Background: an optimization exercise with open tools, aiming at small area and a short achievable clock period. Do not read the settings as production practice.
Where RTL was checked, it was by simulation tests only, not by an equivalence proof against the original.
Power is estimated from default activity; no workload was simulated.

== lagoon ==
==> flow/design.v <==
`timescale 1ns / 1ps
module fixedFloatConversion(
  input wire clk,
  input wire rst,
  input wire[31:0] targetnumber,
  input wire[4:0] fixpointpos,
  input wire opcode,
  output reg[31:0] result);
wire        s  = targetnumber[31];
wire [30:0] t  = targetnumber[30:0];
wire        nz = |t;
wire [4:0] lz;
lzc32 ulz (.w({t ^ {31{s}}, 1'b1}), .lz(lz));
wire [9:0] d     = 10'd150 - {5'd0, fixpointpos} - {2'd0, targetnumber[30:23]};
wire       valid = (d[9:5] == 5'd0);
wire [4:0] bsh   = ~d[4:0];
wire [54:0] xa = {t, 24'd0};
wire [54:0] xb = {31'd0, 1'b1, t[22:0]};
wire [4:0]  sh = opcode ? bsh : lz;
wire pa1 = ~opcode & lz[4];
wire pa0 = ~opcode & ~lz[4];
wire pb1 = opcode & bsh[4];
wire pb0 = opcode & ~bsh[4];
wire [54:16] x1 = ({39{pa1}} & xa[38:0]) | ({39{pa0}} & xa[54:16])
                | ({39{pb1}} & xb[38:0]) | ({39{pb0}} & xb[54:16]);
wire [54:24] x2 = sh[3] ? x1[46:16] : x1[54:24];
wire [54:28] x3 = sh[2] ? x2[50:24] : x2[54:28];
wire [54:30] x4 = sh[1] ? x3[52:28] : x3[54:30];
wire [54:31] y  = sh[0] ? x4[53:30] : x4[54:31];
wire st = (~sh[2] & |x2[27:24]) | (~sh[1] & |x3[29:28]) | (~sh[0] & x4[30]);
wire        cin = ~opcode & st;
wire [24:0] vp;                  
prefix_or #(.N(25)) pb (.a({y[54:31], cin}), .y(vp));
wire [23:0] low = y[54:31] ^ ({24{s}} & vp[23:0]);
wire        pow2 = s & (&(t[30:1] | ~t[29:0]));
wire [7:0]  e  = 8'd157 - {3'd0, fixpointpos} - {3'd0, lz} + {7'd0, pow2};
wire keep = opcode ? valid : nz;
always @(posedge clk) begin
  result[22:0]  <= keep ? low[22:0] : 23'd0;
  result[30:23] <= keep ? (opcode ? {{7{s & vp[24]}}, low[23]} : e) : 8'd0;
  result[31]    <= keep & s & (~opcode | vp[24]);
end
endmodule
module lzc32 (
  input  wire [31:0] w,
  output wire [4:0]  lz);
  wire [15:0] z1; wire [15:0] c1;
  wire [7:0]  z2; wire [15:0] c2;
  wire [3:0]  z3; wire [11:0] c3;
  wire [1:0]  z4; wire [7:0]  c4;
  genvar i;
  generate
    for (i = 0; i < 16; i = i + 1) begin : l1
      assign z1[i] = ~(w[2*i+1] | w[2*i]);
      assign c1[i] = ~w[2*i+1];
    end
    for (i = 0; i < 8; i = i + 1) begin : l2
      assign z2[i] = z1[2*i+1] & z1[2*i];
      assign c2[2*i+1:2*i] = z1[2*i+1] ? {1'b1, c1[2*i]} : {1'b0, c1[2*i+1]};
    end
    for (i = 0; i < 4; i = i + 1) begin : l3
      assign z3[i] = z2[2*i+1] & z2[2*i];
      assign c3[3*i+2:3*i] = z2[2*i+1] ? {1'b1, c2[4*i+1:4*i]} : {1'b0, c2[4*i+3:4*i+2]};
    end
    for (i = 0; i < 2; i = i + 1) begin : l4
      assign z4[i] = z3[2*i+1] & z3[2*i];
      assign c4[4*i+3:4*i] = z3[2*i+1] ? {1'b1, c3[6*i+2:6*i]} : {1'b0, c3[6*i+5:6*i+3]};
    end
  endgenerate
  assign lz = z4[1] ? {1'b1, c4[3:0]} : {1'b0, c4[7:4]};
endmodule
module prefix_or #(parameter N = 32) (
  input  wire [N-1:0] a,
  output wire [N-1:0] y);
  localparam L = 5;               
  wire [N-1:0] p [0:L];
  assign p[0] = a;
  genvar k, i;
  generate
    for (k = 0; k < L; k = k + 1) begin : lv
      for (i = 0; i < N; i = i + 1) begin : bt
        if ((i >> k) & 1)
          assign p[k+1][i] = p[k][i] | p[k][((i >> k) << k) - 1];
        else
          assign p[k+1][i] = p[k][i];
      end
    end
  endgenerate
  assign y = p[L];
endmodule
clock: 9.0 ns
lec_check: 0
abc_area: 1
cap_margin: 20
core_margin: 2
core_utilization: 40
setup_slack_margin: 3.6
slew_margin: 20
tns_end_percent: 0
standard.sh (not shown) runs the stock make flow with config.mk's settings and CLKGATE_MAP_FILE= SYNTH_SCRIPT=/design/flow/synth_recipe.tcl, a recipe that flattens the netlist after the stock synthesis.
==> flow/flow/run.sh <==
#!/bin/bash
# Standard layout with three changes:
#  - synthesis maps with the ABC script flow/map.abc (registers untouched:
#    abc runs without -dff, so the standard synthesis's flip-flops remain);
#  - the port buffers are the smallest buffer cell;
#  - no adder cells (ADDER_MAP_FILE empty): abc maps the adders as logic.
set -euo pipefail
W=$(pwd)
export BUFFER_PORTS_ARGS="-buffer_cell sky130_fd_sc_hd__buf_1"
# no half/full adder cells: the adders are left to abc as plain logic
export ADDER_MAP_FILE=""
{
  echo 'proc abc {args} {'
  echo '  set i [lsearch $args -script]'
  echo "  if {\$i >= 0} { lset args [expr {\$i+1}] $W/flow/map.abc }"
  echo '  yosys abc {*}$args'
  echo '}'
  cat "$W/synth_recipe.tcl"
} > "$W/my_synth.tcl"
sed -E "s#'?SYNTH_SCRIPT=[^ ']*'?#SYNTH_SCRIPT=$W/my_synth.tcl#" "$W/standard.sh" > "$W/my_standard.sh"
grep -q "SYNTH_SCRIPT=$W/my_synth.tcl" "$W/my_standard.sh"
bash "$W/my_standard.sh" > "$W/standard.log" 2>&1
==> flow/flow/map.abc <==
strash
dch -f
map -B 0.9
lagoon finished every step from synthesis to the final layout, and the layout passed the timing, design-rule and antenna checks.
Changes in indigo relative to lagoon:
--- a/flow/design.v
+++ b/flow/design.v
@@ -18,8 +18,10 @@
 wire [54:0] xb = {31'd0, 1'b1, t[22:0]};
 wire [4:0]  sh = opcode ? bsh : lz;
-wire pa1 = ~opcode & lz[4];
-wire pa0 = ~opcode & ~lz[4];
-wire pb1 = opcode & bsh[4];
-wire pb0 = opcode & ~bsh[4];
+wire ka  = ~opcode & nz;        
+wire kb  = opcode & valid;
+wire pa1 = ka & lz[4];
+wire pa0 = ka & ~lz[4];
+wire pb1 = kb & bsh[4];
+wire pb0 = kb & ~bsh[4];
 wire [54:16] x1 = ({39{pa1}} & xa[38:0]) | ({39{pa0}} & xa[54:16])
                 | ({39{pb1}} & xb[38:0]) | ({39{pb0}} & xb[54:16]);
@@ -35,9 +37,8 @@
 wire        pow2 = s & (&(t[30:1] | ~t[29:0]));
 wire [7:0]  e  = 8'd157 - {3'd0, fixpointpos} - {3'd0, lz} + {7'd0, pow2};
-wire keep = opcode ? valid : nz;
 always @(posedge clk) begin
-  result[22:0]  <= keep ? low[22:0] : 23'd0;
-  result[30:23] <= keep ? (opcode ? {{7{s & vp[24]}}, low[23]} : e) : 8'd0;
-  result[31]    <= keep & s & (~opcode | vp[24]);
+  result[22:0]  <= low[22:0];
+  result[30:23] <= opcode ? {{7{s & vp[24]}}, low[23]} : (nz ? e : 8'd0);
+  result[31]    <= s & (opcode ? vp[24] : nz);
 end
 endmodule
--- outcome ---
- indigo against lagoon: area of the multi-input gates +2.9%; via density per instance +about 0.8%.
- indigo reports a higher combinational fraction of design power than lagoon does.
- In the flow results for lagoon and indigo, the wire length on met1 is smaller on lagoon.
- Higher core utilization was reported by indigo, not lagoon.
- indigo reports a lower worst-case headroom to the max-slew limit than lagoon does.
- indigo vs. lagoon: total standard cell area after synthesis fell about 1.6%, area growth from synthesis to layout rose 7.0 points, compound-cell area share of the yosys netlist fell 1.9 points.
- Summary — die area, indigo relative to lagoon: lower, by 1.5%.
No functional check of the RTL was part of indigo.

[afterwards: timing with drivers on the ports]
The flow's constraints put no driver on any port. The routed layouts listed below were extracted and timed again, unchanged, in two steps.
Step 1: set_driving_cell puts a clkbuf_16 on clk and a buf_2 on each other input, an assumption about the parent block.
Step 2, shift: input delay + t, output delay - t, t = (earliest + latest rising clock arrival at the registers) / 2. This alone moves slack from input paths to output paths.
Three values: no drivers, after step 1, after step 2; two values: the first two.
run | t (ns) | setup WS [ns] | worst setup path after step 2
lagoon | 0.321 | 3.941 / 3.923 / 3.602 | input to register
indigo | 0.322 | 3.831 / 3.840 / 3.518 | input to register
After both steps setup and hold are still met in every run listed. The setup slack of lagoon, which loses most, moves by -0.018 ns with the drivers and by -0.339 ns with both steps.
